Background: an optimization exercise with open tools, aiming at small area. Do not read the settings as production practice.
In this exercise RTL edits were held to simulation tests only and were not proved equivalent to the original.
Power figures rest on the tool's default switching activity, not on a simulated workload.

==> flow/design.v, too long to show whole: its modules and the start of the top module <==
// module RX_UDP: 509 lines
// module TX_UDP: 660 lines
// module ETH_TOP: 289 lines
module ETH_TOP#(
		parameter FPGA_MAC         = 48'h00D0_0800_0002,
		parameter FPGA_IP          = 32'hC0A8_006E,
	    parameter FPGA_DP          = 16'd8080,
	    parameter FPGA_SP          = 16'd8080,
	    parameter C_AXI_ID_WIDTH       = 4,         
	    parameter C_AXI_ADDR_WIDTH     = 32,        
	    parameter C_AXI_DATA_WIDTH     = 64,        
	    parameter C_AXI_NBURST_SUPPORT = 1'b0,      
	    parameter C_AXI_BURST_TYPE     = 2'b00,     
	    parameter WATCH_DOG_WIDTH      = 12,   		 
	    parameter FLAG_MOTOR           =   32'hE1EC_0C0D,
	    parameter FLAG_AD              =   32'hAD86_86DA,
	    parameter FLAG_ETHLOOP         =   32'hEEBA_EEBA,
	    parameter C_ADDR_SUMOFFSET     =   32'h0000_1000,
	    parameter C_ADDR_MOTOR2ETH     =   32'h0000_0000,
	    parameter C_ADDR_AD2ETH        =   32'h1000_0000,
	    parameter C_ADDR_ETHLOOP       =   32'h2000_0000,
	    parameter C_ADDR_ETH2MOTOR     =   32'hE000_0000,
	    parameter C_ADDR_ETH2AD        =   32'hF000_0000           
    )
	(
	    input   sys_clk,
	    input   sys_rst,   
	   	input                               maxi_wready,  
	   	output [C_AXI_ID_WIDTH-1:0]         maxi_wid,     
	   	output [C_AXI_ADDR_WIDTH-1:0]       maxi_waddr,   
	   	output [7:0]                        maxi_wlen,    
	   	output [2:0]                        maxi_wsize,   
	   	output [1:0]                        maxi_wburst,  
	   	output [1:0]                        maxi_wlock,   
  // ...
==> flow/flow/run.sh <==
#!/bin/bash
# Standard synthesis, then the combinational logic re-mapped for area (registers untouched),
# then the standard layout from floorplan to finish.
set -euo pipefail
W=$(pwd)
R=$W/orfs/results/sky130hd/ETH_TOP/base
YOSYS=$FLOW_HOME/../tools/install/yosys/bin/yosys
bash standard.sh synth > $W/standard_synth.log 2>&1
cp $R/1_2_yosys.v $W/std_1_2_yosys.v
RS_LIB=$FLOW_HOME/platforms/sky130hd/lib/sky130_fd_sc_hd__tt_025C_1v80.lib \
RS_DONTUSE=$W/flow/dontuse.txt RS_IN=$W/std_1_2_yosys.v RS_OUT=$W/rs_1_2_yosys.v \
RS_SCRIPT=$W/flow/rs.abc $YOSYS -c $W/flow/resynth.tcl > $W/resynth.log 2>&1
cp $W/rs_1_2_yosys.v $R/1_2_yosys.v
rm -f $R/1_synth.odb $R/1_synth.sdc
# ports get the smallest buffer cell
bash standard.sh "BUFFER_PORTS_ARGS=-buffer_cell sky130_fd_sc_hd__buf_1" finish > $W/standard_layout.log 2>&1
==> flow/flow/dontuse.txt <==
-dont_use sky130_fd_sc_hd__lpflow_bleeder_1 -dont_use sky130_fd_sc_hd__lpflow_clkbufkapwr_1 -dont_use sky130_fd_sc_hd__lpflow_clkbufkapwr_16 -dont_use sky130_fd_sc_hd__lpflow_clkbufkapwr_2 -dont_use sky130_fd_sc_hd__lpflow_clkbufkapwr_4 -dont_use sky130_fd_sc_hd__lpflow_clkbufkapwr_8 -dont_use sky130_fd_sc_hd__lpflow_clkinvkapwr_1 -dont_use sky130_fd_sc_hd__lpflow_clkinvkapwr_16 -dont_use sky130_fd_sc_hd__lpflow_clkinvkapwr_2 -dont_use sky130_fd_sc_hd__lpflow_clkinvkapwr_4 -dont_use sky130_fd_sc_hd__lpflow_clkinvkapwr_8 -dont_use sky130_fd_sc_hd__lpflow_decapkapwr_12 -dont_use sky130_fd_sc_hd__lpflow_decapkapwr_3 -dont_use sky130_fd_sc_hd__lpflow_decapkapwr_4 -dont_use sky130_fd_sc_hd__lpflow_decapkapwr_6 -dont_use sky130_fd_sc_hd__lpflow_decapkapwr_8 -dont_use sky130_fd_sc_hd__lpflow_inputiso0n_1 -dont_use sky130_fd_sc_hd__lpflow_inputiso0p_1 -dont_use sky130_fd_sc_hd__lpflow_inputiso1n_1 -dont_use sky130_fd_sc_hd__lpflow_inputiso1p_1 -dont_use sky130_fd_sc_hd__lpflow_inputisolatch_1 -dont_use sky130_fd_sc_hd__lpflow_isobufsrc_1 -dont_use sky130_fd_sc_hd__lpflow_isobufsrc_16 -dont_use sky130_fd_sc_hd__lpflow_isobufsrc_2 -dont_use sky130_fd_sc_hd__lpflow_isobufsrc_4 -dont_use sky130_fd_sc_hd__lpflow_isobufsrc_8 -dont_use sky130_fd_sc_hd__lpflow_isobufsrckapwr_16 -dont_use sky130_fd_sc_hd__lpflow_lsbuf_lh_hl_isowell_tap_1 -dont_use sky130_fd_sc_hd__lpflow_lsbuf_lh_hl_isowell_tap_2 -dont_use sky130_fd_sc_hd__lpflow_lsbuf_lh_hl_isowell_tap_4 -dont_use sky130_fd_sc_hd__lpflow_lsbuf_lh_isowell_4 -dont_use sky130_fd_sc_hd__lpflow_lsbuf_lh_isowell_tap_1 -dont_use sky130_fd_sc_hd__lpflow_lsbuf_lh_isowell_tap_2 -dont_use sky130_fd_sc_hd__lpflow_lsbuf_lh_isowell_tap_4 -dont_use sky130_fd_sc_hd__probe_p_8 -dont_use sky130_fd_sc_hd__probec_p_8 
==> flow/flow/resynth.tcl <==
# Re-map the combinational logic of the standard synthesis netlist with ABC.
# The flip-flops (and tie cells) are kept as they are: same instances, names and cell types.
yosys -import
set lib $::env(RS_LIB)
set dont [string trim [read [open $::env(RS_DONTUSE)]]]
read_liberty -ignore_miss_func $lib
read_verilog $::env(RS_IN)
hierarchy -top ETH_TOP
setattr -mod -set keep_hierarchy 1 sky130_fd_sc_hd__*df* sky130_fd_sc_hd__*dl* sky130_fd_sc_hd__conb_1
setattr -set keep 1 t:sky130_fd_sc_hd__*df* t:sky130_fd_sc_hd__*dl*
flatten
hierarchy -top ETH_TOP
blackbox sky130_fd_sc_hd__*df* sky130_fd_sc_hd__*dl* sky130_fd_sc_hd__conb_1
select -clear
tee -o $::env(RS_OUT).pre.stat stat -liberty $lib
eval abc -script $::env(RS_SCRIPT) -liberty $lib {*}$dont
opt_clean -purge
insbuf -buf sky130_fd_sc_hd__buf_4 A X
opt_clean -purge
tee -o $::env(RS_OUT).stat stat -liberty $lib
write_verilog -noattr -nohex -nodec $::env(RS_OUT)
==> flow/flow/rs.abc <==
strash
dc2
&get -n
&dch -f
&nf -R 1000
&put
strash
dch -f
amap
strash
dch -f
amap
==> flow/standard.sh <==
#!/bin/bash
# synth_recipe.tcl (not shown) runs the flow's synth.tcl, then flattens the netlist and writes it again
# the make line also repeats each setting of config.mk as NAME=value (left out here)
make -C /OpenROAD-flow-scripts/flow DESIGN_CONFIG=/design/flow/config.mk WORK_HOME=/design/flow/orfs CLKGATE_MAP_FILE= SYNTH_SCRIPT=/design/flow/synth_recipe.tcl "${@:-finish}"
==> flow/config.mk <==
export PLATFORM = sky130hd
export DESIGN_NAME = ETH_TOP
export DESIGN_NICKNAME = ETH_TOP
export VERILOG_FILES = /design/flow/design.v
export SDC_FILE = /design/flow/constraint.sdc
export NUM_CORES = 4
export LEC_CHECK = 0
export ABC_CLOCK_PERIOD_IN_PS = 1000000
export CAP_MARGIN = 20
export CORE_MARGIN = 2
export CORE_UTILIZATION = 65
export CTS_BUF_LIST = sky130_fd_sc_hd__clkbuf_4
export PLACE_DENSITY = 0.75
export SLEW_MARGIN = 20
==> flow/constraint.sdc <==
create_clock -name core_clock -period 8.0 [get_ports {sys_clk}]
set_input_delay 1.6000 -clock core_clock [delete_from_list [all_inputs] [get_ports {sys_clk}]]
set_output_delay 1.6000 -clock core_clock [all_outputs]
set_load 0.01 [all_outputs]
==> results by group, run 1 <==
Cells and area
  • Fin nets: 5504
  • Biggest Area Class: flip-flops and latches
  • Register share of the cell area: 43.48%
  • Storage element area: 18940 sq um
  • Non-clock buffers: 319
  • #MultiIn Comb: 3527
  • Ant. Diodes: 20
  • Clock network share of area: 5.671%
  • Max reg flops: 128

Run status
  • Outcome: no timing/DRC/antenna violations

Floorplan
  • Die H: 251.3 um
  • Initial core utilization: 65.76%
  • Tap cells: 782
  • Num rows: 90

Flow run
  • Number of max-cap violations: 0

Worst setup path
  • R2R Path Start: inst_TX_UDP.flag_data_sum[0]$_SDFFE_PP0P_
  • Worst Path Arrival: 8240 ps
  • WP data required: 9040 ps
  • Flop2flop setup slack: 800 ps

Routing
  • Top routing layer in use: met5
  • Via/cell ratio: 6.305
  • Vias: 38830

Power and ir drop
  • Pwr top: sequential cells
  • Sw frac: 31.41%
  • Power, Total: 9.048 mW
  • Switching power total: 2.842 mW
  • Power density over cell area: 207.7 nW/um^2

Clock network
  • Hold_buf cts: 0
  • Worst-skew pair later-pin latency: 1120 ps

Logic synthesis
  • Mapped Area: 39770 sq um
  • Mapped Avg Cell Area: 8.300 sq um
  • Synth Instances: 4791

Timing
  • Skew final: 75.14 ps
==> module RX_UDP, before the edit <==
module RX_UDP#(
	parameter FPGA_MAC         = 48'h00D0_0800_0002,
	parameter FPGA_IP          = 32'hC0A8_006E,
    parameter FPGA_DP          = 16'd8080,
    parameter FPGA_SP          = 16'd8080,
    parameter C_AXI_ID_WIDTH       = 4,         
    parameter C_AXI_ADDR_WIDTH     = 32,        
    parameter C_AXI_DATA_WIDTH     = 64,        
    parameter C_AXI_NBURST_SUPPORT = 1'b0,      
    parameter C_AXI_BURST_TYPE     = 2'b00,     
    parameter WATCH_DOG_WIDTH      = 12,   		 
    parameter FLAG_MOTOR           =   32'hE1EC_0C0D,
    parameter FLAG_AD              =   32'hAD86_86DA,
    parameter FLAG_ETHLOOP         =   32'hEEBA_EEBA,
    parameter C_ADDR_SUMOFFSET     =   32'h0000_1000,
    parameter C_ADDR_MOTOR2ETH     =   32'h0000_0000,
    parameter C_ADDR_AD2ETH        =   32'h1000_0000,
    parameter C_ADDR_ETH2MOTOR     =   32'hE000_0000,
    parameter C_ADDR_ETH2AD        =   32'hF000_0000,
    parameter C_ADDR_ETHLOOP       =   32'h2000_0000          
    )
(
    input   sys_clk,
    input   sys_rst,   
   	input                               maxi_wready,  
   	output [C_AXI_ID_WIDTH-1:0]         maxi_wid,     
   	output [C_AXI_ADDR_WIDTH-1:0]       maxi_waddr,   
   	output [7:0]                        maxi_wlen,    
   	output [2:0]                        maxi_wsize,   
   	output [1:0]                        maxi_wburst,  
   	output [1:0]                        maxi_wlock,   
   	output [3:0]                        maxi_wcache,  
   	output [2:0]                        maxi_wprot,   
   	output                              maxi_wvalid,  
   	input                               maxi_wd_wready,   
   	output [C_AXI_DATA_WIDTH-1:0]       maxi_wd_wdata,     
   	output [C_AXI_DATA_WIDTH/8-1:0]     maxi_wd_wstrb,     
   	output                              maxi_wd_wlast,     
   	output                              maxi_wd_wvalid,    
   	input  [C_AXI_ID_WIDTH-1:0]         maxi_wb_bid,      
   	input  [1:0]                        maxi_wb_bresp,    
   	input                               maxi_wb_bvalid,   
   	output                              maxi_wb_bready,   
   	input                               maxi_rready,      
   	output [C_AXI_ID_WIDTH-1:0]         maxi_rid,         
   	output [C_AXI_ADDR_WIDTH-1:0]       maxi_raddr,       
   	output [7:0]                        maxi_rlen,        
   	output [2:0]                        maxi_rsize,       
   	output [1:0]                        maxi_rburst,      
   	output [1:0]                        maxi_rlock,       
   	output [3:0]                        maxi_rcache,      
   	output [2:0]                        maxi_rprot,       
   	output                              maxi_rvalid,      
   	input  [C_AXI_ID_WIDTH-1:0]         maxi_rd_bid,      
   	input  [1:0]                        maxi_rd_rresp,    
   	input                               maxi_rd_rvalid,   
   	input  [C_AXI_DATA_WIDTH-1:0]       maxi_rd_rdata,    
   	input                               maxi_rd_rlast,    
   	output                              maxi_rd_rready,    
    input   [7:0]   					rgmii_rx_data,
    input   							rgmii_rx_valid,
    input   							rgmii_rx_last,
	input								rgmii_rx_user,
	output								rgmii_rx_ready,
	output	[47:0]						pc_mac,
	output	[31:0]						pc_ip,
	output								trig_package_rst,
	output								trig_arp	
);
	reg							local_reset;
	always @(posedge sys_clk) begin
		local_reset	<=	sys_rst;
	end
	localparam	WRITE_IDLE     = 0,
				RX_ETH_HEADER  = 1,
				RX_IP_HEADER   = 2,
				RX_UDP_HEADER  = 3,
				RX_ARP         = 4,
				WRITE_ADDR     = 5,
				WRITE_DATA     = 6,
				WRITE_RESPONSE = 7;
	localparam [7:0] UDP_WORD_C = 8'd12;
	reg [2:0]	st_b;
	wire [7:0]	st = 8'd1 << st_b;
	reg [7:0]	nx;
	reg			trig_write_start;
	reg [7:0]	udp_word_cnt;
	reg 		o_rgmii_rx_ready;
	reg [63:0]	rx_wd_wdata;
	reg			flag_eth_header_over,
				flag_ip_header_over,
				flag_udp_header_over,
				flag_arp,
				flag_arp_over,
				flag_frame_err,
				trig_package_reset;
	reg			acc_a;			 
	reg			acc_b;			 
	reg			f_ad, f_mo, f_lp;	 
	reg			len_hi_nz;
	reg [7:0]	rx_cmd_len;
	reg			d_ed, d_ea;		 
	reg [47:0]	arp_sa_mac;
	reg [31:0]	arp_sa_ip;
	reg [47:0]	o_pc_mac;
	reg [31:0]	o_pc_ip;
	reg [3:0]	wr_wid;
	reg [31:0]	wr_waddr;
	reg [7:0]	wr_wlen;
	reg			wr_wvalid;
	reg [7:0]	write_data_cnt;
	reg [63:0]	wd_wdata;
	reg			wd_wstrb1;
	reg			wd_wlast;
	reg			wd_wvalid;
	reg			wb_bready;
	wire		rx_hs = rgmii_rx_valid && o_rgmii_rx_ready;
	wire [2:0]	rx_wd_cnt = udp_word_cnt[2:0];
	assign	rgmii_rx_ready 		= 	o_rgmii_rx_ready;
	assign	trig_package_rst	=	trig_package_reset;
	assign	trig_arp			=	flag_arp_over;
	assign	pc_mac    			= 	o_pc_mac;
	assign	pc_ip     			= 	o_pc_ip;
	always @(posedge sys_clk) begin
		if (local_reset)
			trig_write_start	<=	0;
		else
			trig_write_start <= rgmii_rx_valid && !rgmii_rx_last && st[WRITE_IDLE];
	end
	always @(posedge sys_clk) begin
		if (local_reset)
			st_b <= 3'd0;
		else
			st_b <= {nx[4] | nx[5] | nx[6] | nx[7], nx[2] | nx[3] | nx[6] | nx[7], nx[1] | nx[3] | nx[5] | nx[7]};
	end
	always @(*) begin
		nx = 8'd0;
		case (1'b1)
			st[WRITE_IDLE]: begin
				if (trig_write_start)				nx[RX_ETH_HEADER] = 1'b1;
				else								nx[WRITE_IDLE] = 1'b1;
			end
			st[RX_ETH_HEADER]: begin
				if (flag_frame_err)					nx[WRITE_IDLE] = 1'b1;
				else if (flag_arp)					nx[RX_ARP] = 1'b1;
				else if (flag_eth_header_over)		nx[RX_IP_HEADER] = 1'b1;
				else								nx[RX_ETH_HEADER] = 1'b1;
			end
			st[RX_IP_HEADER]: begin
				if (flag_frame_err)					nx[WRITE_IDLE] = 1'b1;
				else if (flag_ip_header_over)		nx[RX_UDP_HEADER] = 1'b1;
				else								nx[RX_IP_HEADER] = 1'b1;
			end
			st[RX_UDP_HEADER]: begin
				if (flag_frame_err)					nx[WRITE_IDLE] = 1'b1;
				else if (flag_udp_header_over)		nx[WRITE_ADDR] = 1'b1;
				else								nx[RX_UDP_HEADER] = 1'b1;
			end
			st[RX_ARP]: begin
				if (flag_frame_err || flag_arp_over) nx[WRITE_IDLE] = 1'b1;
				else								nx[RX_ARP] = 1'b1;
			end
			st[WRITE_ADDR]: begin
				if (wr_wvalid && maxi_wready)		nx[WRITE_DATA] = 1'b1;
				else								nx[WRITE_ADDR] = 1'b1;
			end
			st[WRITE_DATA]: begin
				if (wd_wvalid && maxi_wd_wready && wd_wlast) nx[WRITE_RESPONSE] = 1'b1;
				else								nx[WRITE_DATA] = 1'b1;
			end
			st[WRITE_RESPONSE]: begin
				if (maxi_wb_bvalid && wb_bready)	nx[WRITE_IDLE] = 1'b1;
				else								nx[WRITE_RESPONSE] = 1'b1;
			end
			default:								nx[WRITE_IDLE] = 1'b1;
		endcase
	end
	reg [7:0]	eth_exp;
	always @(*) begin
		case (udp_word_cnt[3:0])
			4'd0:  eth_exp = FPGA_MAC[47:40];
			4'd1:  eth_exp = FPGA_MAC[39:32];
			4'd2:  eth_exp = FPGA_MAC[31:24];
			4'd3:  eth_exp = FPGA_MAC[23:16];
			4'd4:  eth_exp = FPGA_MAC[15:8];
			4'd5:  eth_exp = FPGA_MAC[7:0];
			4'd6:  eth_exp = o_pc_mac[47:40];
			4'd7:  eth_exp = o_pc_mac[39:32];
			4'd8:  eth_exp = o_pc_mac[31:24];
			4'd9:  eth_exp = o_pc_mac[23:16];
			4'd10: eth_exp = o_pc_mac[15:8];
			4'd11: eth_exp = o_pc_mac[7:0];
			4'd12: eth_exp = 8'h08;
			default: eth_exp = 8'h00;
		endcase
	end
	wire	eth_ok   = (rgmii_rx_data == eth_exp);
	wire	arp_t_ok = (udp_word_cnt[3:0] < 4'd12) ||
					   (rgmii_rx_data == ((udp_word_cnt[3:0] == 4'd12) ? 8'h08 : 8'h06));
	reg		ip_ok;
	always @(*) begin
		case (udp_word_cnt[4:0])
			5'd0:  ip_ok = (rgmii_rx_data == 8'h45);
			5'd9:  ip_ok = (rgmii_rx_data == 8'h11);
			5'd12: ip_ok = (rgmii_rx_data == o_pc_ip[31:24]);
			5'd13: ip_ok = (rgmii_rx_data == o_pc_ip[23:16]);
			5'd14: ip_ok = (rgmii_rx_data == o_pc_ip[15:8]);
			5'd15: ip_ok = (rgmii_rx_data == o_pc_ip[7:0]);
			5'd16: ip_ok = (rgmii_rx_data == FPGA_IP[31:24]);
			5'd17: ip_ok = (rgmii_rx_data == FPGA_IP[23:16]);
			5'd18: ip_ok = (rgmii_rx_data == FPGA_IP[15:8]);
			5'd19: ip_ok = (rgmii_rx_data == FPGA_IP[7:0]);
			default: ip_ok = 1'b1;
		endcase
	end
	reg		dp_ok;
	always @(*) begin
		case (udp_word_cnt[3:0])
			4'd2:  dp_ok = (rgmii_rx_data == FPGA_DP[15:8]);
			4'd3:  dp_ok = (rgmii_rx_data == FPGA_DP[7:0]);
			default: dp_ok = 1'b1;
		endcase
	end
	reg [7:0]	fad_e, fmo_e, flp_e;
	always @(*) begin
		case (udp_word_cnt[1:0])
			2'd0: begin fad_e = FLAG_AD[31:24]; fmo_e = FLAG_MOTOR[31:24]; flp_e = FLAG_ETHLOOP[31:24]; end
			2'd1: begin fad_e = FLAG_AD[23:16]; fmo_e = FLAG_MOTOR[23:16]; flp_e = FLAG_ETHLOOP[23:16]; end
			2'd2: begin fad_e = FLAG_AD[15:8];  fmo_e = FLAG_MOTOR[15:8];  flp_e = FLAG_ETHLOOP[15:8];  end
			default: begin fad_e = FLAG_AD[7:0]; fmo_e = FLAG_MOTOR[7:0]; flp_e = FLAG_ETHLOOP[7:0]; end
		endcase
	end
	reg		arp_ok;
	always @(*) begin
		case (udp_word_cnt[4:0])
			5'd6:  arp_ok = (rgmii_rx_data == 8'h00);
			5'd7:  arp_ok = (rgmii_rx_data == 8'h01);
			5'd24: arp_ok = (rgmii_rx_data == FPGA_IP[31:24]);
			5'd25: arp_ok = (rgmii_rx_data == FPGA_IP[23:16]);
			5'd26: arp_ok = (rgmii_rx_data == FPGA_IP[15:8]);
			5'd27: arp_ok = (rgmii_rx_data == FPGA_IP[7:0]);
			default: arp_ok = 1'b1;
		endcase
	end
	always @(posedge sys_clk) begin
		if (nx[RX_ARP] && udp_word_cnt != 8'd28) begin
			case (udp_word_cnt)
				8'd08: arp_sa_mac[47:40] <= rgmii_rx_data;
				8'd09: arp_sa_mac[39:32] <= rgmii_rx_data;
				8'd10: arp_sa_mac[31:24] <= rgmii_rx_data;
				8'd11: arp_sa_mac[23:16] <= rgmii_rx_data;
				8'd12: arp_sa_mac[15:08] <= rgmii_rx_data;
				8'd13: arp_sa_mac[07:00] <= rgmii_rx_data;
				8'd14: arp_sa_ip[31:24] <= rgmii_rx_data;
				8'd15: arp_sa_ip[23:16] <= rgmii_rx_data;
				8'd16: arp_sa_ip[15:08] <= rgmii_rx_data;
				8'd17: arp_sa_ip[07:00] <= rgmii_rx_data;
				default: ;
			endcase
		end
	end
	always @(posedge sys_clk) begin
		if (nx[WRITE_DATA] && (udp_word_cnt <= rx_cmd_len) && rx_hs)
			case (rx_wd_cnt)
				3'd0: rx_wd_wdata[63:56] <= rgmii_rx_data;
				3'd1: rx_wd_wdata[55:48] <= rgmii_rx_data;
				3'd2: rx_wd_wdata[47:40] <= rgmii_rx_data;
				3'd3: rx_wd_wdata[39:32] <= rgmii_rx_data;
				3'd4: rx_wd_wdata[31:24] <= rgmii_rx_data;
				3'd5: rx_wd_wdata[23:16] <= rgmii_rx_data;
				3'd6: rx_wd_wdata[15:8]  <= rgmii_rx_data;
				default: rx_wd_wdata[7:0] <= rgmii_rx_data;
			endcase
	end
	always @(posedge sys_clk) begin
		if (local_reset) begin
			d_ed                 <= 0;
			d_ea                 <= 0;
			flag_frame_err       <= 0;
			flag_eth_header_over <= 0;
			flag_udp_header_over <= 0;
			flag_ip_header_over  <= 0;
			flag_arp             <= 0;
			flag_arp_over        <= 0;
			trig_package_reset   <= 0;
			udp_word_cnt         <= 0;
			o_rgmii_rx_ready     <= 0;
			o_pc_mac             <= 0;
			o_pc_ip              <= 0;
			acc_a                <= 1;
			acc_b                <= 1;
			f_ad                 <= 0;
			f_mo                 <= 0;
			f_lp                 <= 0;
			len_hi_nz            <= 0;
			rx_cmd_len           <= 0;
		end else begin
		d_ed <= (rgmii_rx_data == 8'hED);
		d_ea <= (rgmii_rx_data == 8'hEA);
		case (1'b1)
			nx[WRITE_IDLE] : begin
				flag_frame_err       <= 0;
				flag_eth_header_over <= 0;
				flag_udp_header_over <= 0;
				flag_ip_header_over  <= 0;
				flag_arp             <= 0;
				flag_arp_over        <= 0;
				trig_package_reset   <= 0;
				udp_word_cnt         <= 0;
				o_rgmii_rx_ready     <= rgmii_rx_valid && rgmii_rx_last;
				acc_a                <= 1;
				acc_b                <= 1;
				len_hi_nz            <= 0;
				rx_cmd_len           <= 0;
			end
			nx[RX_ETH_HEADER] : begin
				if (udp_word_cnt == 8'd14) begin
					if (acc_a) begin
						flag_eth_header_over <= 1;
						flag_frame_err       <= 0;
					end else if (acc_b) begin
						flag_eth_header_over <= 1;
						flag_arp             <= 1;
						flag_frame_err       <= 0;
					end else begin
						flag_eth_header_over <= 0;
						flag_frame_err       <= 1;
					end
					udp_word_cnt <= 0;
					acc_a        <= 1;
				end else begin
					o_rgmii_rx_ready <= rgmii_rx_valid;
					if (rx_hs) begin
						udp_word_cnt <= udp_word_cnt + 1;
						acc_a        <= acc_a & eth_ok;
						acc_b        <= acc_b & arp_t_ok;
					end
					flag_frame_err <= rgmii_rx_last;
					if (udp_word_cnt == 8'd13)
						o_rgmii_rx_ready <= 0;
				end
			end
			nx[RX_IP_HEADER] : begin
				if (udp_word_cnt == 8'd20) begin
					if (acc_a) begin
						flag_frame_err      <= 0;
						flag_ip_header_over <= 1;
					end else begin
						flag_frame_err      <= 1;
						flag_ip_header_over <= 0;
					end
					o_rgmii_rx_ready <= 0;
					udp_word_cnt     <= 0;
					acc_a            <= 1;
				end else begin
					o_rgmii_rx_ready <= rgmii_rx_valid;
					if (rx_hs) begin
						udp_word_cnt <= udp_word_cnt + 1;
						acc_a        <= acc_a & ip_ok;
					end
					if (udp_word_cnt == 8'd19)
						o_rgmii_rx_ready <= 0;
				end
			end
			nx[RX_UDP_HEADER] : begin
				if (udp_word_cnt == 8'd12) begin
					if (acc_a && (f_ad || f_mo || f_lp)) begin
						flag_frame_err       <= 0;
						flag_udp_header_over <= 1;
					end else begin
						flag_frame_err       <= 1;
						flag_udp_header_over <= 0;
					end
					udp_word_cnt <= 0;
				end else begin
					o_rgmii_rx_ready <= rgmii_rx_valid;
					if (rx_hs) begin
						udp_word_cnt <= udp_word_cnt + 1;
						acc_a        <= acc_a & dp_ok;
						if (udp_word_cnt[3:2] == 2'd2) begin
							f_ad <= (udp_word_cnt[1:0] == 2'd0 || f_ad) && (rgmii_rx_data == fad_e);
							f_mo <= (udp_word_cnt[1:0] == 2'd0 || f_mo) && (rgmii_rx_data == fmo_e);
							f_lp <= (udp_word_cnt[1:0] == 2'd0 || f_lp) && (rgmii_rx_data == flp_e);
						end
					end
					if (udp_word_cnt == 8'd4)
						len_hi_nz <= (rgmii_rx_data != 8'd0);
					if (udp_word_cnt == 8'd5)
						rx_cmd_len <= (len_hi_nz || rgmii_rx_data != 8'd0) ? (rgmii_rx_data - UDP_WORD_C) : 8'd0;
					if (udp_word_cnt == 8'd11)
						o_rgmii_rx_ready <= 0;
				end
			end
			nx[RX_ARP] : begin
				if (udp_word_cnt == 8'd28) begin
					if (acc_a) begin
						o_pc_mac       <= arp_sa_mac;
						o_pc_ip        <= arp_sa_ip;
						flag_frame_err <= 0;
						flag_arp_over  <= 1;
					end else begin
						flag_frame_err <= 1;
						flag_arp_over  <= 0;
					end
					udp_word_cnt <= 0;
				end else begin
					o_rgmii_rx_ready <= rgmii_rx_valid;
					if (rx_hs) begin
						udp_word_cnt <= udp_word_cnt + 1;
						acc_a        <= acc_a & arp_ok;
					end
					if (udp_word_cnt == 8'd27)
						o_rgmii_rx_ready <= 0;
				end
			end
			nx[WRITE_DATA] : begin
				o_rgmii_rx_ready <= rgmii_rx_valid;
				if ((udp_word_cnt <= rx_cmd_len) && rx_hs)
					udp_word_cnt <= udp_word_cnt + 1;
				trig_package_reset <= (d_ed && rgmii_rx_data == 8'hED) || (d_ea && rgmii_rx_data == 8'hEA);
			end
			default : ;
		endcase
		end
	end
	always @(posedge sys_clk) begin
		if (local_reset) begin
			wr_waddr	<=	0;
			wr_wvalid	<=	0;
		end else if (st[WRITE_ADDR] && nx[WRITE_ADDR]) begin
			wr_waddr	<=	f_ad ? C_ADDR_ETH2AD : f_mo ? C_ADDR_ETH2MOTOR : f_lp ? C_ADDR_ETHLOOP : 32'd0;
			wr_wvalid	<=	1;
		end else begin
			wr_wvalid	<=	0;
		end
	end
	always @(posedge sys_clk) begin
		if (local_reset) begin
			wr_wid	<=	0;
			wr_wlen	<=	1;
		end else if (st[RX_UDP_HEADER] && nx[WRITE_ADDR]) begin
			wr_wid	<=	f_ad ? 4'd1 : f_mo ? 4'd2 : f_lp ? 4'd3 : 4'd0;
			wr_wlen	<=	{3'b000, rx_cmd_len[7:3]} - 8'd1;
		end
	end
	assign	maxi_wid	=	wr_wid;
	assign	maxi_waddr	=	wr_waddr;
	assign	maxi_wlen	=	wr_wlen;
	assign	maxi_wsize	=	3'd3;
	assign	maxi_wburst	=	C_AXI_BURST_TYPE;
	assign	maxi_wvalid	=	wr_wvalid;
	assign	maxi_wlock	=	2'b0;
	assign	maxi_wcache	=	4'b0;
	assign	maxi_wprot	=	3'b0;
	wire	dd	=	st[WRITE_DATA] && nx[WRITE_DATA];
	wire	word_rdy = (rx_wd_cnt == 3'd0) && (udp_word_cnt >= 8'd8);
	always @(posedge sys_clk) begin
		if (local_reset || st[WRITE_IDLE])
			write_data_cnt	<=	0;
		else if (st[WRITE_ADDR] && nx[WRITE_DATA])
			write_data_cnt	<=	wr_wlen;
		else if (wd_wvalid && maxi_wd_wready)
			write_data_cnt	<=	write_data_cnt - 1;
	end
	always @(posedge sys_clk) begin
		if (local_reset || !dd)
			wd_wdata	<=	0;
		else if (word_rdy)
			wd_wdata	<=	rx_wd_wdata;
	end
	always @(posedge sys_clk) begin
		if (local_reset || !dd) begin
			wd_wvalid	<=	0;
			wd_wlast	<=	0;
		end else if (word_rdy) begin
			wd_wvalid	<=	1;
			wd_wlast	<=	(write_data_cnt == 8'd0);
		end else if (maxi_wd_wready) begin
			wd_wvalid	<=	0;
		end
	end
	always @(posedge sys_clk) begin
		if (local_reset)
			wd_wstrb1	<=	0;
		else
			wd_wstrb1	<=	dd;
	end
	always @(posedge sys_clk) begin
		if (local_reset)
			wb_bready <= 0;
		else
			wb_bready <= st[WRITE_RESPONSE] && nx[WRITE_RESPONSE];
	end
	assign	maxi_wd_wdata	=	wd_wdata;
	assign	maxi_wd_wstrb	=	{8{wd_wstrb1}};
	assign	maxi_wd_wlast	=	wd_wlast;
	assign	maxi_wd_wvalid	=	wd_wvalid;
	assign	maxi_wb_bready	=	wb_bready;
	assign	maxi_rid	=	0;
	assign	maxi_raddr	=	0;
	assign	maxi_rlen	=	0;
	assign	maxi_rsize	=	0;
	assign	maxi_rburst	=	0;
	assign	maxi_rlock	=	0;
	assign	maxi_rcache	=	0;
	assign	maxi_rprot	=	0;
	assign	maxi_rvalid	=	0;
	assign	maxi_rd_rready	=	0;
endmodule
==> module TX_UDP, before the edit <==
module TX_UDP#(
		parameter FPGA_MAC         = 48'h00D0_0800_0002,
		parameter FPGA_IP          = 32'hC0A8_006E,
	    parameter FPGA_DP          = 16'd8080,
	    parameter FPGA_SP          = 16'd8080,
	    parameter C_AXI_ID_WIDTH       = 4,         
	    parameter C_AXI_ADDR_WIDTH     = 32,        
	    parameter C_AXI_DATA_WIDTH     = 64,        
	    parameter C_AXI_NBURST_SUPPORT = 1'b0,      
	    parameter C_AXI_BURST_TYPE     = 2'b00,     
	    parameter WATCH_DOG_WIDTH      = 12,         
	    parameter FLAG_MOTOR           =   32'hE1EC_0C0D,
	    parameter FLAG_AD              =   32'hAD86_86DA,
	    parameter FLAG_ETHLOOP         =   32'hEEBA_EEBA,
	    parameter C_ADDR_SUMOFFSET     =   32'h0000_1000,
	    parameter C_ADDR_MOTOR2ETH     =   32'h0000_0000,
	    parameter C_ADDR_AD2ETH        =   32'h1000_0000,
	    parameter C_ADDR_ETHLOOP       =   32'h2000_0000,
	    parameter C_ADDR_ETH2MOTOR     =   32'hE000_0000,
	    parameter C_ADDR_ETH2AD        =   32'hF000_0000   
    )
	(
    input   sys_clk,
    input   sys_rst,   
   	output                            	saxi_wready,  
   	input [C_AXI_ID_WIDTH-1:0]        	saxi_wid,     
   	input [C_AXI_ADDR_WIDTH-1:0]      	saxi_waddr,   
   	input [7:0]                       	saxi_wlen,    
   	input [2:0]                       	saxi_wsize,   
   	input [1:0]                       	saxi_wburst,  
   	input [1:0]                       	saxi_wlock,   
   	input [3:0]                       	saxi_wcache,  
   	input [2:0]                       	saxi_wprot,   
   	input                             	saxi_wvalid,  
   	output                            	saxi_wd_wready,   
   	input [C_AXI_DATA_WIDTH-1:0]      	saxi_wd_wdata,     
   	input [C_AXI_DATA_WIDTH/8-1:0]    	saxi_wd_wstrb,     
   	input                             	saxi_wd_wlast,     
   	input                             	saxi_wd_wvalid,    
   	output  [C_AXI_ID_WIDTH-1:0]      	saxi_wb_bid,      
   	output  [1:0]                     	saxi_wb_bresp,    
   	output                            	saxi_wb_bvalid,   
   	input                             	saxi_wb_bready,   
   	output                            	saxi_rready,      
   	input [C_AXI_ID_WIDTH-1:0]        	saxi_rid,         
   	input [C_AXI_ADDR_WIDTH-1:0]      	saxi_raddr,       
   	input [7:0]                       	saxi_rlen,        
   	input [2:0]                       	saxi_rsize,       
   	input [1:0]                       	saxi_rburst,      
   	input [1:0]                       	saxi_rlock,       
   	input [3:0]                       	saxi_rcache,      
   	input [2:0]                       	saxi_rprot,       
   	input                             	saxi_rvalid,      
   	output  [C_AXI_ID_WIDTH-1:0]       	saxi_rd_bid,      
   	output  [1:0]                      	saxi_rd_rresp,    
   	output                             	saxi_rd_rvalid,   
   	output  [C_AXI_DATA_WIDTH-1:0]     	saxi_rd_rdata,    
   	output                             	saxi_rd_rlast,    
   	input                              	saxi_rd_rready,    
    output   [7:0]   					rgmii_tx_data,
    output   							rgmii_tx_valid,
    output   							rgmii_tx_last,
	output								rgmii_tx_user,
	input								rgmii_tx_ready, 
	input	[47:0]						pc_mac,
	input	[31:0]						pc_ip,
	input								trig_package_rst,
	input								trig_arp	
    );
	reg							local_reset;
	always @(posedge sys_clk) begin
		local_reset	<=	sys_rst;
	end
	localparam	WRITE_IDLE     = 0,
				WRITE_ADDR     = 1,
				TX_WAIT        = 2,
				TX_ETH_HEADER  = 3,
				TX_IP_HEADER   = 4,
				TX_UDP_HEADER  = 5,
				WRITE_DATA     = 6,
				WRITE_RESPONSE = 7,
				TX_ARP         = 8;
	localparam	[15:0]	IP_TYPE        = 16'h0800,
						ARP_TYPE       = 16'h0806,
						IP_FLAG_OFFSET = 16'h4000;
	localparam	[7:0]	IP_VISION      = 8'h45,
						UDP_PROTO      = 8'h11,
						IP_TTL         = 8'h80,
						IP_WORD        = 8'd20,
						UDP_WORD       = 8'd8;
	localparam	[63:0]	ARP_HEAD       = 64'h0001_0800_0604_0002;
	reg [3:0]	st_b;
	wire [8:0]	st = 9'd1 << st_b;
	reg [8:0]	nx;
	reg			trig_udp_start,
				trig_arp_start;
	reg [3:0]	flag_data_sum;
	reg			flag_eth_header_over,
				flag_ip_header_over,
				flag_udp_header_over,
				flag_arp_over,
				flag_addr_over,
				flag_wait_over,
				flag_arp_wait_over,
				flag_data_over;
	reg			trig_udp_cks,
				trig_udp_cks_d;
	reg [47:0]	snap_mac;		 
	reg [31:0]	snap_ip;		 
	reg [31:0]	data_sum;
	reg [11:0]	tx_word_cnt;
	reg [7:0]	o_rgmii_data;
	reg			o_rgmii_valid;
	reg			o_rgmii_last;
	reg [31:0]	package_cnt;
	reg [15:0]	ip_identif;
	reg [19:0]	ipcks_sum;
	reg [19:0]	udpcks_sum;
	reg			wd_loaded;		 
	reg			ipcks_over;
	reg			udpcks_over;
	reg [127:0]	eth_loop_data;	 
	reg [7:0]	wr_wlen;
	reg			wr_wready;
	reg			wd_wready;
	reg			wb_bvalid;
	reg [2:0]	tx_wd_cnt;
	assign	rgmii_tx_data	=	o_rgmii_data;
	assign	rgmii_tx_valid	=	o_rgmii_valid;
	assign	rgmii_tx_last	=	o_rgmii_last;
	wire		wd_hs	=	saxi_wd_wvalid && wd_wready;
	wire		dd		=	st[WRITE_DATA] && nx[WRITE_DATA];
	wire	sum_br	=	(|flag_data_sum[1:0]) && !flag_wait_over;
	wire	loop_br	=	!sum_br && flag_data_sum[2] && !flag_wait_over;
	wire	tx_br	=	!sum_br && !loop_br;
	wire	admo	=	flag_data_sum[0] || !flag_data_sum[2];
	wire [17:0]	half_sum	=	(saxi_wd_wdata[15:0] + saxi_wd_wdata[31:16]) + (saxi_wd_wdata[47:32] + saxi_wd_wdata[63:48]);
	wire [12:0]	cnt_p1	=	tx_word_cnt + 1'b1;
	wire [15:0]	udp_len	=	flag_data_sum[0] ? ({5'd0, wr_wlen, 3'b000} + 16'd8) :
							flag_data_sum[1] ? ({5'd0, wr_wlen, 3'b000} + 16'd4) :
							flag_data_sum[2] ? 16'd20 : 16'd0;
	wire [31:0]	udp_flag =	flag_data_sum[0] ? FLAG_AD :
							flag_data_sum[1] ? FLAG_MOTOR :
							flag_data_sum[2] ? FLAG_ETHLOOP : 32'd0;
	wire [15:0]	ip_len	=	IP_WORD + UDP_WORD + udp_len;
	wire [15:0]	ul_len	=	UDP_WORD + udp_len;
	localparam [16:0] K_AD	=	32'd0 + FLAG_AD[31:16] + FLAG_AD[15:00];
	localparam [16:0] K_MO	=	32'd0 + FLAG_MOTOR[31:16] + FLAG_MOTOR[15:00];
	localparam [16:0] K_LP	=	32'd0 + FLAG_ETHLOOP[31:16] + FLAG_ETHLOOP[15:00];
	reg [17:0]	pk_k;
	wire [17:0]	flag_k		=	flag_data_sum[0] ? pk_k : flag_data_sum[1] ? {1'b0, K_MO} : {1'b0, K_LP};
	wire		loop_acc	=	nx[WRITE_DATA] && loop_br;
	wire [31:0]	add32		=	data_sum + flag_k;
	reg [17:0]	hsum_r;
	reg			hsum_v;
	wire [31:0]	loop_sum	=	data_sum + hsum_r;
	always @(posedge sys_clk) begin
		hsum_r	<=	half_sum;
		hsum_v	<=	!local_reset && loop_acc && wd_hs;
	end
	wire [16:0]	usum		=	add32[31:16] + add32[15:0];
	wire [17:0]	ucks_k		=	{udp_len, 1'b0} + USUM_K;
	wire [16:0]	pc_sum		=	pc_ip[31:16] + pc_ip[15:0];
	localparam [17:0] IPCKS_K	=	32'd0 + {IP_VISION,8'h0} + IP_WORD + UDP_WORD + IP_FLAG_OFFSET + {IP_TTL,UDP_PROTO} + FPGA_IP[31:16] + FPGA_IP[15:0];
	localparam [17:0] USUM_K	=	FPGA_IP[31:16] + FPGA_IP[15:0] + 16'h0011 + 2*UDP_WORD + FPGA_SP + FPGA_DP;
	always @(posedge sys_clk) begin
		if (local_reset  || o_rgmii_last) begin
			ipcks_sum  <= 0;
			ipcks_over <= 0;
		end
		else begin
			if (!trig_udp_cks_d && trig_udp_cks) begin
				ipcks_sum	<=	ipcks_sum + pc_sum;
			end
			else if (nx[TX_WAIT] && (|flag_data_sum[2:0]) && !trig_udp_cks) begin
				ipcks_sum	<=	IPCKS_K + udp_len + ip_identif;
			end
			else if (trig_udp_cks && !ipcks_over) begin
				if (ipcks_sum > 20'h0_FFFF) begin
					ipcks_sum	<=	ipcks_sum[19:16] + ipcks_sum[15:0];
				end
				else begin
					ipcks_sum[15:0]	<=	~ipcks_sum[15:0];
					ipcks_over	<=	1;
				end
			end
		end
	end
	always @(posedge sys_clk) begin
		if (local_reset  || o_rgmii_last) begin
			udpcks_sum	<=	0;
			udpcks_over	<=	0;
		end
		else begin
			if (!trig_udp_cks_d && trig_udp_cks) begin
				udpcks_sum	<=	udpcks_sum + (pc_sum + ucks_k);
			end
			else if (nx[TX_WAIT] && (|flag_data_sum[2:0]) && !trig_udp_cks) begin
				udpcks_sum	<=	{3'd0, usum};
			end
			else if (trig_udp_cks && !udpcks_over) begin
				if (udpcks_sum > 20'h0_ffff) begin
					udpcks_sum	<=	udpcks_sum[19:16] + udpcks_sum[15:0];
				end
				else begin
					udpcks_sum[15:0]	<=	~udpcks_sum[15:0];
					udpcks_over	<=	1;
				end
			end
		end
	end
	always @(posedge sys_clk) begin
		if (local_reset)
			trig_udp_start	<=	0;
		else
			trig_udp_start  <= saxi_wvalid && st[WRITE_IDLE];
	end
	always @(posedge sys_clk) begin
		if (local_reset || flag_arp_over)
			trig_arp_start	<=	0;
		else if (trig_arp)
			trig_arp_start	<=	1;
	end
	always @(posedge sys_clk) begin
		if (local_reset)
			st_b <= 4'd0;
		else
			st_b <= {nx[8], nx[4] | nx[5] | nx[6] | nx[7], nx[2] | nx[3] | nx[6] | nx[7], nx[1] | nx[3] | nx[5] | nx[7]};
	end
	always @(*) begin
		nx = 9'd0;
		case (1'b1)
			st[WRITE_IDLE]: begin
				if (trig_udp_start)					nx[WRITE_ADDR] = 1'b1;
				else if (trig_arp_start)			nx[TX_WAIT] = 1'b1;
				else if (flag_data_sum[2])			nx[TX_WAIT] = 1'b1;
				else								nx[WRITE_IDLE] = 1'b1;
			end
			st[WRITE_ADDR]: begin
				if (flag_data_sum[3] && flag_addr_over)				nx[TX_WAIT] = 1'b1;
				else if ((|flag_data_sum[2:0]) && flag_addr_over)	nx[WRITE_DATA] = 1'b1;
				else												nx[WRITE_ADDR] = 1'b1;
			end
			st[TX_WAIT]: begin
				if (flag_wait_over || flag_arp_wait_over)	nx[TX_ETH_HEADER] = 1'b1;
				else										nx[TX_WAIT] = 1'b1;
			end
			st[TX_ETH_HEADER]: begin
				if (flag_eth_header_over && flag_arp_wait_over)	nx[TX_ARP] = 1'b1;
				else if (flag_eth_header_over)					nx[TX_IP_HEADER] = 1'b1;
				else											nx[TX_ETH_HEADER] = 1'b1;
			end
			st[TX_IP_HEADER]: begin
				if (flag_ip_header_over)	nx[TX_UDP_HEADER] = 1'b1;
				else						nx[TX_IP_HEADER] = 1'b1;
			end
			st[TX_UDP_HEADER]: begin
				if (flag_udp_header_over)	nx[WRITE_DATA] = 1'b1;
				else						nx[TX_UDP_HEADER] = 1'b1;
			end
			st[WRITE_DATA]: begin
				if (flag_data_over && flag_data_sum[2] && flag_wait_over)	nx[WRITE_IDLE] = 1'b1;
				else if (flag_data_over)									nx[WRITE_RESPONSE] = 1'b1;
				else														nx[WRITE_DATA] = 1'b1;
			end
			st[WRITE_RESPONSE]: begin
				if (wb_bvalid && saxi_wb_bready)	nx[WRITE_IDLE] = 1'b1;
				else								nx[WRITE_RESPONSE] = 1'b1;
			end
			st[TX_ARP]: begin
				if (flag_arp_over)	nx[WRITE_IDLE] = 1'b1;
				else				nx[TX_ARP] = 1'b1;
			end
			default:				nx[WRITE_IDLE] = 1'b1;
		endcase
	end
	wire [31:0]	package_cnt_n	=	(local_reset || trig_package_rst) ? 32'd0 :
									(st[WRITE_RESPONSE] && nx[WRITE_IDLE] && (flag_data_sum == 4'd1)) ? package_cnt + 1 : package_cnt;
	always @(posedge sys_clk) begin
		package_cnt	<=	package_cnt_n;
		pk_k		<=	(local_reset || trig_package_rst) ? {1'b0, K_AD} : K_AD + (package_cnt[31:16] + package_cnt[15:0]);
	end
	always @(posedge sys_clk) begin
		if (local_reset)
			ip_identif <= 0;
		else if (o_rgmii_last)
			ip_identif <= ip_identif + 1;
	end
	wire [4:0]	snap_idx	=	nx[TX_ETH_HEADER] ? tx_word_cnt[4:0] :
							nx[TX_IP_HEADER]  ? tx_word_cnt[4:0] - 5'd10 : tx_word_cnt[4:0] - 5'd18;
	reg [7:0]	snap_byte;
	always @(*) begin
		case (snap_idx[3:0])
			4'd0:  snap_byte = snap_mac[47:40];
			4'd1:  snap_byte = snap_mac[39:32];
			4'd2:  snap_byte = snap_mac[31:24];
			4'd3:  snap_byte = snap_mac[23:16];
			4'd4:  snap_byte = snap_mac[15:8];
			4'd5:  snap_byte = snap_mac[7:0];
			4'd6:  snap_byte = snap_ip[31:24];
			4'd7:  snap_byte = snap_ip[23:16];
			4'd8:  snap_byte = snap_ip[15:8];
			default: snap_byte = snap_ip[7:0];
		endcase
	end
	reg [7:0]	eth_byte;
	always @(*) begin
		case (tx_word_cnt[3:0])
			4'd0:  eth_byte = snap_byte;
			4'd1:  eth_byte = snap_byte;
			4'd2:  eth_byte = snap_byte;
			4'd3:  eth_byte = snap_byte;
			4'd4:  eth_byte = snap_byte;
			4'd5:  eth_byte = snap_byte;
			4'd6:  eth_byte = FPGA_MAC[47:40];
			4'd7:  eth_byte = FPGA_MAC[39:32];
			4'd8:  eth_byte = FPGA_MAC[31:24];
			4'd9:  eth_byte = FPGA_MAC[23:16];
			4'd10: eth_byte = FPGA_MAC[15:8];
			4'd11: eth_byte = FPGA_MAC[7:0];
			4'd12: eth_byte = IP_TYPE[15:8];
			default: eth_byte = flag_arp_wait_over ? ARP_TYPE[7:0] : IP_TYPE[7:0];
		endcase
	end
	reg [7:0]	ip_byte;
	always @(*) begin
		case (tx_word_cnt[4:0])
			5'd0:  ip_byte = IP_VISION;
			5'd1:  ip_byte = 8'h00;
			5'd2:  ip_byte = ip_len[15:8];
			5'd3:  ip_byte = ip_len[7:0];
			5'd4:  ip_byte = ip_identif[15:8];
			5'd5:  ip_byte = ip_identif[7:0];
			5'd6:  ip_byte = IP_FLAG_OFFSET[15:8];
			5'd7:  ip_byte = IP_FLAG_OFFSET[7:0];
			5'd8:  ip_byte = IP_TTL;
			5'd9:  ip_byte = UDP_PROTO;
			5'd10: ip_byte = ipcks_sum[15:8];
			5'd11: ip_byte = ipcks_sum[7:0];
			5'd12: ip_byte = FPGA_IP[31:24];
			5'd13: ip_byte = FPGA_IP[23:16];
			5'd14: ip_byte = FPGA_IP[15:8];
			5'd15: ip_byte = FPGA_IP[7:0];
			5'd16: ip_byte = snap_byte;
			5'd17: ip_byte = snap_byte;
			5'd18: ip_byte = snap_byte;
			default: ip_byte = snap_byte;
		endcase
	end
	reg [7:0]	udp_byte;
	always @(*) begin
		case (tx_word_cnt[2:0])
			3'd0:  udp_byte = FPGA_SP[15:8];
			3'd1:  udp_byte = FPGA_SP[7:0];
			3'd2:  udp_byte = FPGA_DP[15:8];
			3'd3:  udp_byte = FPGA_DP[7:0];
			3'd4:  udp_byte = ul_len[15:8];
			3'd5:  udp_byte = ul_len[7:0];
			3'd6:  udp_byte = udpcks_sum[15:8];
			default: udp_byte = udpcks_sum[7:0];
		endcase
	end
	reg [7:0]	arp_byte;
	always @(*) begin
		case (tx_word_cnt[4:0])
			5'd0:  arp_byte = ARP_HEAD[63:56];
			5'd1:  arp_byte = ARP_HEAD[55:48];
			5'd2:  arp_byte = ARP_HEAD[47:40];
			5'd3:  arp_byte = ARP_HEAD[39:32];
			5'd4:  arp_byte = ARP_HEAD[31:24];
			5'd5:  arp_byte = ARP_HEAD[23:16];
			5'd6:  arp_byte = ARP_HEAD[15:8];
			5'd7:  arp_byte = ARP_HEAD[7:0];
			5'd8:  arp_byte = FPGA_MAC[47:40];
			5'd9:  arp_byte = FPGA_MAC[39:32];
			5'd10: arp_byte = FPGA_MAC[31:24];
			5'd11: arp_byte = FPGA_MAC[23:16];
			5'd12: arp_byte = FPGA_MAC[15:8];
			5'd13: arp_byte = FPGA_MAC[7:0];
			5'd14: arp_byte = FPGA_IP[31:24];
			5'd15: arp_byte = FPGA_IP[23:16];
			5'd16: arp_byte = FPGA_IP[15:8];
			5'd17: arp_byte = FPGA_IP[7:0];
			5'd18: arp_byte = snap_byte;
			5'd19: arp_byte = snap_byte;
			5'd20: arp_byte = snap_byte;
			5'd21: arp_byte = snap_byte;
			5'd22: arp_byte = snap_byte;
			5'd23: arp_byte = snap_byte;
			5'd24: arp_byte = snap_byte;
			5'd25: arp_byte = snap_byte;
			5'd26: arp_byte = snap_byte;
			default: arp_byte = snap_byte;
		endcase
	end
	reg [7:0]	flag_byte;
	always @(*) begin
		case (tx_word_cnt[1:0])
			2'd0:  flag_byte = udp_flag[31:24];
			2'd1:  flag_byte = udp_flag[23:16];
			2'd2:  flag_byte = udp_flag[15:8];
			default: flag_byte = udp_flag[7:0];
		endcase
	end
	reg [7:0]	pkt_byte;
	always @(*) begin
		case (tx_word_cnt[1:0])
			2'd0:  pkt_byte = package_cnt[31:24];
			2'd1:  pkt_byte = package_cnt[23:16];
			2'd2:  pkt_byte = package_cnt[15:8];
			default: pkt_byte = package_cnt[7:0];
		endcase
	end
	wire [3:0]	loop_idx	=	4'd3 - tx_word_cnt[3:0];
	wire [3:0]	buf_idx		=	admo ? {1'b0, ~tx_wd_cnt} : loop_idx;
	wire		buf_zero	=	admo ? !wd_loaded : flag_data_sum[1];
	wire [7:0]	buf_byte	=	buf_zero ? 8'h00 : eth_loop_data[{buf_idx, 3'b000} +: 8];
	reg [7:0]	data_byte;
	always @(*) begin
		if (tx_word_cnt < 4)
			data_byte = flag_byte;
		else if (flag_data_sum[0])
			data_byte = (tx_word_cnt < 8) ? pkt_byte : buf_byte;
		else
			data_byte = buf_byte;
	end
	always @(posedge sys_clk) begin
		if (nx[TX_WAIT] && ((ipcks_over && udpcks_over) || (trig_arp_start && !flag_addr_over))) begin
			snap_mac	<=	pc_mac;
			snap_ip		<=	pc_ip;
		end
	end
	always @(posedge sys_clk) begin
		if (nx[WRITE_DATA] && wd_hs) begin
			if (loop_br) begin
				if (tx_word_cnt == 12'd0)
					eth_loop_data[127:64]	<=	saxi_wd_wdata;
				if (tx_word_cnt == 12'd1)
					eth_loop_data[63:0]		<=	saxi_wd_wdata;
			end
			else if (tx_br && admo && st[WRITE_DATA])
				eth_loop_data[63:0]	<=	saxi_wd_wdata;
		end
	end
	always @(posedge sys_clk) begin
		if (local_reset || !dd)
			wd_loaded	<=	0;
		else if (wd_hs)
			wd_loaded	<=	1;
	end
	always @(posedge sys_clk) begin
		if(local_reset) begin
			flag_data_sum        <= 0;
			data_sum             <= 0;
			trig_udp_cks_d       <= 0;
			flag_eth_header_over <= 0;
			flag_ip_header_over  <= 0;
			flag_udp_header_over <= 0;
			flag_arp_over        <= 0;
			flag_addr_over       <= 0;
			flag_wait_over       <= 0;
			flag_data_over       <= 0;
			flag_arp_wait_over   <= 0;
			trig_udp_cks         <= 0;
			tx_word_cnt          <= 0;
			o_rgmii_data         <= 0;
			o_rgmii_valid        <= 1'b0;
			o_rgmii_last         <= 1'b0;
		end else begin
			trig_udp_cks_d	<=	trig_udp_cks;
			if (hsum_v)
				data_sum	<=	loop_sum;
			case (1'b1)
				nx[WRITE_IDLE]	:	begin
					flag_data_sum        <= flag_wait_over ? 4'd0 : flag_data_sum;
					flag_eth_header_over <= 0;
					flag_ip_header_over  <= 0;
					flag_udp_header_over <= 0;
					flag_arp_over        <= 0;
					flag_addr_over       <= 0;
					flag_wait_over       <= 0;
					flag_data_over       <= 0;
					flag_arp_wait_over	 <=	0;
					trig_udp_cks		 <=	0;
					tx_word_cnt          <= 0;
					o_rgmii_data         <= 0;
					o_rgmii_valid        <= 1'b0;
					o_rgmii_last         <= 1'b0;
				end
				nx[WRITE_ADDR]	:	begin
					if (saxi_wvalid && wr_wready) begin
						flag_addr_over       <= 1;
					 	case (saxi_waddr)
					 	 	C_ADDR_AD2ETH		+ C_ADDR_SUMOFFSET:	flag_data_sum[0]	<=	1;
					 	 	C_ADDR_MOTOR2ETH	+ C_ADDR_SUMOFFSET:	flag_data_sum[1]	<=	1;
					 	 	C_ADDR_ETHLOOP		:	flag_data_sum[2]	<=	1;
					 	 	C_ADDR_AD2ETH,C_ADDR_MOTOR2ETH
					 	 						:	flag_data_sum[3]	<=	1;
					 	 	default : flag_data_sum	<=	0;
					 	endcase
					end
					else begin
						flag_addr_over <= 0;
					end
				end
				nx[TX_WAIT]	:	begin
					if (|flag_data_sum[2:0])
						trig_udp_cks	<=	1;
					if (ipcks_over && udpcks_over)
						flag_wait_over     <=  1;
					else if (trig_arp_start && !flag_addr_over)
						flag_arp_wait_over <=  1;
				end
				nx[TX_ETH_HEADER]	:	begin
					trig_udp_cks             <=  0;
					o_rgmii_valid            <=  1;
					if (tx_word_cnt == 12'd14) begin
						o_rgmii_data         <= trig_arp_start ? ARP_HEAD[63:56] : IP_VISION;
						flag_eth_header_over <= 1;
						tx_word_cnt          <= 1;
					end
					else if (!o_rgmii_valid) begin
						o_rgmii_data  <=  eth_byte;
						tx_word_cnt   <=  1;
					end
					else if (rgmii_tx_ready) begin
						o_rgmii_data  <=  eth_byte;
						tx_word_cnt   <=  cnt_p1[11:0];
					end
				end
				nx[TX_IP_HEADER]	:	begin
					o_rgmii_valid            <=  1;
					if (tx_word_cnt == 12'd20) begin
						o_rgmii_data        <= FPGA_SP[15:8];
						flag_ip_header_over <= 1;
						tx_word_cnt         <= 1;
					end
					else if (o_rgmii_valid && rgmii_tx_ready) begin
						o_rgmii_data    <=  ip_byte;
						tx_word_cnt     <=  cnt_p1[11:0];
					end
				end
				nx[TX_UDP_HEADER]	:	begin
					o_rgmii_valid            <=  1;
					if (tx_word_cnt == 12'd8) begin
						o_rgmii_data         <= udp_flag[31:24];
						flag_udp_header_over <= 1;
						tx_word_cnt          <= 1;
					end
					else if (o_rgmii_valid && rgmii_tx_ready) begin
						o_rgmii_data     <=  udp_byte;
						tx_word_cnt      <=  cnt_p1[11:0];
					end
				end
				nx[WRITE_DATA]	:	begin
					if (sum_br) begin
						if (wd_hs) begin
							data_sum		<=	saxi_wd_wdata[31:0];
							flag_data_over	<=	1;
						end
						else
							flag_data_over	<=	0;
					end
					else if (loop_br) begin
						if (wd_hs)
							tx_word_cnt	<=	cnt_p1[11:0];
						flag_data_over	<=	(tx_word_cnt == 12'd2);
					end
					else begin
						if (tx_word_cnt == udp_len) begin
							flag_data_over	<=	1;
							o_rgmii_valid	<=	0;
							o_rgmii_last	<=	0;
							o_rgmii_data	<=	0;
							tx_word_cnt		<=	0;
							data_sum		<=	0;
						end
						else if (o_rgmii_valid && rgmii_tx_ready) begin
							o_rgmii_valid   <=	1;
							o_rgmii_data	<=	data_byte;
							tx_word_cnt		<=	cnt_p1[11:0];
							o_rgmii_last	<=	({3'b000, cnt_p1} == udp_len);
						end
						else begin
							o_rgmii_valid	<=	1;
							o_rgmii_last	<=	0;
						end
					end
				end
				nx[TX_ARP]	:	begin
					if (tx_word_cnt == 12'd28) begin
						o_rgmii_valid       <= 0;
						flag_arp_over 		<= 1;
						tx_word_cnt         <= 0;
					end
					else if (o_rgmii_valid && rgmii_tx_ready) begin
						o_rgmii_valid   <=	1;
						o_rgmii_data	<=	arp_byte;
						tx_word_cnt		<=	cnt_p1[11:0];
						o_rgmii_last	<=	(tx_word_cnt == 12'd27);
					end
					else begin
						o_rgmii_valid	<=	1;
						o_rgmii_last	<=	0;
					end
				end
				default : ;
			endcase
		end
	end
	always @(*) begin
		if (st[WRITE_DATA])
			if (flag_data_sum[0])
				tx_wd_cnt = tx_word_cnt[2:0];
			else if (flag_data_sum[1])
				tx_wd_cnt = tx_word_cnt[2:0] - 3'd4;
			else
				tx_wd_cnt = 3'd0;
		else
			tx_wd_cnt = 3'd0;
	end
	always @(posedge sys_clk) begin
		if (local_reset)
			wr_wready	<=	0;
		else
			wr_wready	<=	st[WRITE_IDLE] && nx[WRITE_ADDR];
	end
	always @(posedge sys_clk) begin
		 if (local_reset)
		 	wr_wlen	<=	0;
		 else if (saxi_wvalid && wr_wready)
		 	wr_wlen	<=	saxi_wlen + 1;
	end
	assign	saxi_wready	=	wr_wready;
	always @(posedge sys_clk) begin
		if (local_reset)
			wd_wready	<=	0;
		else if (dd && ((tx_wd_cnt == 3'd6) || (!flag_data_sum[3] && tx_word_cnt == 12'd0) || flag_data_sum[2]))
			wd_wready	<=	saxi_wd_wvalid;
		else
			wd_wready	<=	0;
	end
	assign	saxi_wd_wready	=	wd_wready;
	always @(posedge sys_clk) begin
		if (local_reset)
			wb_bvalid <= 0;
		else
			wb_bvalid <= st[WRITE_RESPONSE] && nx[WRITE_RESPONSE];
	end
	assign	saxi_wb_bvalid	=	wb_bvalid;
	assign	saxi_wb_bid		=	0;
	assign	saxi_wb_bresp	=	0;
	assign	saxi_rready		=	0;
	assign	saxi_rd_bid		=	0;
	assign	saxi_rd_rresp	=	0;
	assign	saxi_rd_rvalid	=	0;
	assign	saxi_rd_rdata	=	0;
	assign	saxi_rd_rlast	=	0;
	assign	rgmii_tx_user	=	0;
endmodule
==> inputs of run 2 (changes only) <==
--- a/flow/design.v
+++ b/flow/design.v
@@ -83,5 +83,3 @@
 	localparam [7:0] UDP_WORD_C = 8'd12;
-	reg [2:0]	st_b;
-	wire [7:0]	st = 8'd1 << st_b;
-	reg [7:0]	nx;
+	reg [7:0]	st, nx;
 	reg			trig_write_start;
@@ -132,5 +130,5 @@
 		if (local_reset)
-			st_b <= 3'd0;
+			st <= 8'd1;
 		else
-			st_b <= {nx[4] | nx[5] | nx[6] | nx[7], nx[2] | nx[3] | nx[6] | nx[7], nx[1] | nx[3] | nx[5] | nx[7]};
+			st <= nx;
 	end
@@ -602,5 +600,3 @@
 	localparam	[63:0]	ARP_HEAD       = 64'h0001_0800_0604_0002;
-	reg [3:0]	st_b;
-	wire [8:0]	st = 9'd1 << st_b;
-	reg [8:0]	nx;
+	reg [8:0]	st, nx;
 	reg			trig_udp_start,
@@ -736,5 +732,5 @@
 		if (local_reset)
-			st_b <= 4'd0;
+			st <= 9'd1;
 		else
-			st_b <= {nx[8], nx[4] | nx[5] | nx[6] | nx[7], nx[2] | nx[3] | nx[6] | nx[7], nx[1] | nx[3] | nx[5] | nx[7]};
+			st <= nx;
 	end
--- a/flow/flow/run.sh
+++ b/flow/flow/run.sh
@@ -14,3 +14,2 @@
 rm -f $R/1_synth.odb $R/1_synth.sdc
-# ports get the smallest buffer cell
-bash standard.sh "BUFFER_PORTS_ARGS=-buffer_cell sky130_fd_sc_hd__buf_1" finish > $W/standard_layout.log 2>&1
+bash standard.sh > $W/standard_layout.log 2>&1
==> flow/flow/rs.abc (replaced) <==
strash
dc2
&get -n
&dch -f
&nf -R 1000
&put
strash
dch -f
amap
--- a/flow/config.mk
+++ b/flow/config.mk
@@ -10,5 +10,4 @@
 export CORE_MARGIN = 2
-export CORE_UTILIZATION = 65
-export CTS_BUF_LIST = sky130_fd_sc_hd__clkbuf_4
-export PLACE_DENSITY = 0.75
+export CORE_UTILIZATION = 40
+export PLACE_DENSITY = 0.6
 export SLEW_MARGIN = 20
==> run 2 against run 1 <==
Critical path type unchanged; clock-buffer cell count decreased by 161; routed wire length grew 2.2%; non-clock buffer count rose by 30; core utilization down 25 points; clock skew fell by 22 ps; largest cell class unchanged; clock power rose by about 20%; critical path depth down 7; hold slack worse by 31 ps.
==> results by group, run 2 <==
Run status
  • Outcome: no timing/DRC/antenna violations

Timing
  • Crit share post-route: 91.25%
  • Setup violators final: 0
  • Least-Margin Pin Slew: 1269 ps
  • Slew Limit Headroom: 13.22%
  • Skew final: 52.97 ps (-22.17 ps)
  • Fin crit period: 7300 ps
  • Setup TNS: 0 ps
  • Count of final max-slew check failures: 0
  • Hold Fails Final Rpt: 0
  • Max Clk Rate: 137.0 MHz

Worst setup path
  • Crit start category: flip-flop
  • WP data required: 8590 ps (-450 ps)
  • CP Capture Type: flip-flop
  • WS Path Type: reg2reg
  • Crit path max fanout: 3
  • Flop2flop setup slack: 700 ps (-100 ps)
  • R2R Path Start: inst_RX_UDP.o_pc_ip[16]$_SDFFE_PP0P_
  • R2R depth: 46
  • Worst r2r dst: inst_TX_UDP.udpcks_sum[18]$_SDFFE_PP0P_
  • Worst Path Arrival: 7890 ps (-350 ps)
  • Crit path top cell by count: nor2_1
  • CP max stage cell: dfxtp_1
  • CP max stage delay: 400 ps

GRT
  • Overall routing resource usage: 26.03%
  • First-pass GRT wire length: 206.4 mm
  • Largest net degree at the start of global routing: 108
  • Initial antenna violation count: 1
  • GRT overflow: 0
  • Vias in the first global route: 33690

Logic synthesis
  • Mapped Area: 40340 sq um (+1.4%)
  • Mapped Avg Cell Area: 8.377 sq um (+0.93%)
  • Synth Instances: 4815 (+0.50%)
  • Number of synthesis warnings: 2

Cells and area
  • Max reg flops: 128 (unchanged)
  • Biggest regs: inst_TX_UDP.eth_loop_data x128, inst_RX_UDP.rx_wd_wdata x64, inst_RX_UDP.wd_wdata x64
  • Finished layout cell area: 46850 sq um
  • Ant. Diodes: 0 (-100%)
  • Fin nets: 5456 (-0.87%)
  • Biggest register: inst_TX_UDP.eth_loop_data
  • Most frequent cells in the layout: 973 x nor2_1, 464 x clkinv_1, 425 x dfxtp_1
  • Fillers: 9745
  • Commonest non-fill, non-tap cell in the layout: nor2_1
  • Storage element area: 19140 sq um (+1.0%)
  • Area of the multi-input gates: 18310 sq um
  • Fraction of layout cells with a size suffix above 1: 6.134%
  • Area delta synth->final: 16.14%

Routing
  • Average wire per standard cell: 21.25 um
  • Routed Antenna Nets: 0
  • Via/cell ratio: 5.676 (-10%)
  • Starting DRT DRC Count: 3721
  • Residual DRC: 0
  • Vias: 37070 (-4.5%)
  • Pre-antenna DRT Iters: 6
  • DRT Wirelength: 138.8 mm

Placement
  • Placer congestion estimate: 0.9745
  • Cell area after placement: 43720 sq um
  • IO buf count: 226
  • Dpl hpwl: 101.0 mm

Floorplan
  • Num rows: 116 (+29%)
  • Die H: 321.6 um (+28%)
  • Core area: 100000 sq um
  • Initial core utilization: 40.34% (-25 points)
  • Chip Width: 321.6 um
  • DIE AREA: 103400 sq um
  • IO Pins: 594

Hold path
  • Worst Hold End: inst_RX_UDP.wb_bready$_SDFF_PP0_
  • Hold Crit Start: inst_RX_UDP.st[7]$_SDFF_PP0_
  • Tightest Hold Check Type: reg2reg
  • Hold Crit Depth: 2

Clock network
  • Clock transition at path regs: 60 ps
  • CTS tree: yes
  • Hold_buf cts: 0 (unchanged)
  • Worst-skew pair later-pin latency: 690 ps (-430 ps)
  • TritonCTS Buffers: 87
  • Cell chosen for the clock root: clkbuf_16
  • Htree depth: 3
  • # clock sinks: 780
  • Clk buf depth: 3

Power and ir drop
  • Peak supply drop: 203.7 uV
  • P_leak: 15.29 nW
  • Power, Total: 8.722 mW (-3.6%)
  • Power density over cell area: 186.2 nW/um^2 (-10%)

Flow run
  • Number of max-cap violations: 0 (unchanged)
run 2: power breakdown:
group | total (mW) | leakage (nW) | switching (mW) | internal [mW]
Sequential | 4.21 | 6.55 | 0.0222 | 4.19
Combinational | 0.496 | 7.36 | 0.328 | 0.168
Clock | 4.01 | 1.37 | 1.73 | 2.28
Total | 8.72 | 15.3 | 2.08 | 6.64
run 2: timing repair:
action | in CTS | in global routing
endpoints found under the hold margin | 0 | 0
setup endpoints to repair | 0 | 14
resized for setup | 0 | 67
buffers inserted | 0 | 8
run 2: per-layer routing:
metal | track usage [%] | up-vias | share of wire, % | wire length [um]
li1 | - | 17840 | - | -
met1 | 35.01 | 17490 | 43 | 59280
met2 | 42.61 | 1502 | 46 | 64220
met3 | 4.206 | 241 | 7.7 | 10710
met4 | 8.536 | 0 | 3.3 | 4541
met5 | 0 | - | 0 | 0
run 2: worst max path at each step:
stage	startpoint	end	slack, ps
final	inst_RX_UDP.o_pc_ip[16]$_SDFFE_PP0P_	inst_TX_UDP.udpcks_sum[18]$_SDFFE_PP0P_	700
after detailed placement	saxi_wd_wdata[17]	inst_TX_UDP.hsum_r[16]$_DFF_P_	180
after global placement	inst_TX_UDP.flag_data_sum[0]$_SDFFE_PP0P_	inst_TX_UDP.udpcks_sum[15]$_SDFFE_PP0P_	120
after CTS	inst_TX_UDP.flag_data_sum[0]$_SDFFE_PP0P_	inst_TX_UDP.udpcks_sum[15]$_SDFFE_PP0P_	190
after global routing	inst_RX_UDP.o_pc_ip[16]$_SDFFE_PP0P_	inst_TX_UDP.udpcks_sum[18]$_SDFFE_PP0P_	-140
after floorplan	inst_TX_UDP.flag_data_sum[0]$_SDFFE_PP0P_	inst_TX_UDP.udpcks_sum[15]$_SDFFE_PP0P_	20
run 2: final cells by class:
| class | instances | area share (%) |
|---|---|---|
| clock buffer | 120 | 5.109 |
| clock inverter | 44 | 0.9802 |
| inverter | 461 | 3.696 |
| multi-input combinational | 3479 | 39.09 |
| sequential | 780 | 40.86 |
| tap | 1298 | 3.467 |
| timing repair buffer | 349 | 6.800 |
run 2: stage by stage:
step	hold slack [ps]	instances	utilization, %	setup WS [ps]
final	421.9	6531	46.85	700.2
after CTS	425.4	6523	46.57	186.4
after detailed placement	416.9	6359	43.72	177.9
after floorplan	403.0	5005	-	20.56
after global placement	409.2	6359	43.72	117.9
after global routing	440.0	6531	46.85	-136.8
run 2: critical path, delay by kind of cell, from the launching register on:
family / cells / cell delay (ps)
AO/OA/AOI/OAI: 21 / 3350
AND/OR/NAND/NOR: 18 / 2350
buffers and inverters: 6 / 870
flip-flops: 1 / 400
XOR/XNOR: 1 / 210

## static timing again, ports no longer ideal
How much do the figures lean on ideal ports? The routed layouts below were timed once more, with nothing changed but the port constraints.
Step 1, drivers: a clkbuf_16 drives sys_clk and a buf_2 each remaining input, both assumed.
Step 2 moves the port delays by t, midway between the first and last clock arrival at a register: inputs arrive t later, outputs are due t later. That takes back most of the time a late clock gives input paths.
a / b / c = no drivers / after step 1 / after step 2; a / b = the first two.
run	t, ns	setup slack, ns	latest minus earliest clock arrival (ns)	worst register clock-pin slew, ns
run 1	1.148	0.800 / 0.800 / -0.145	0.078 / 0.078	0.08 / 0.08
run 2	0.736	0.700 / 0.700 / 0.116	0.053 / 0.054	0.07 / 0.07
With both steps, setup timing fails in run 1, where it was met with ideal ports. For run 1, which loses most, drivers alone change the setup slack by 0.000 ns; drivers and shift together by -0.945 ns.
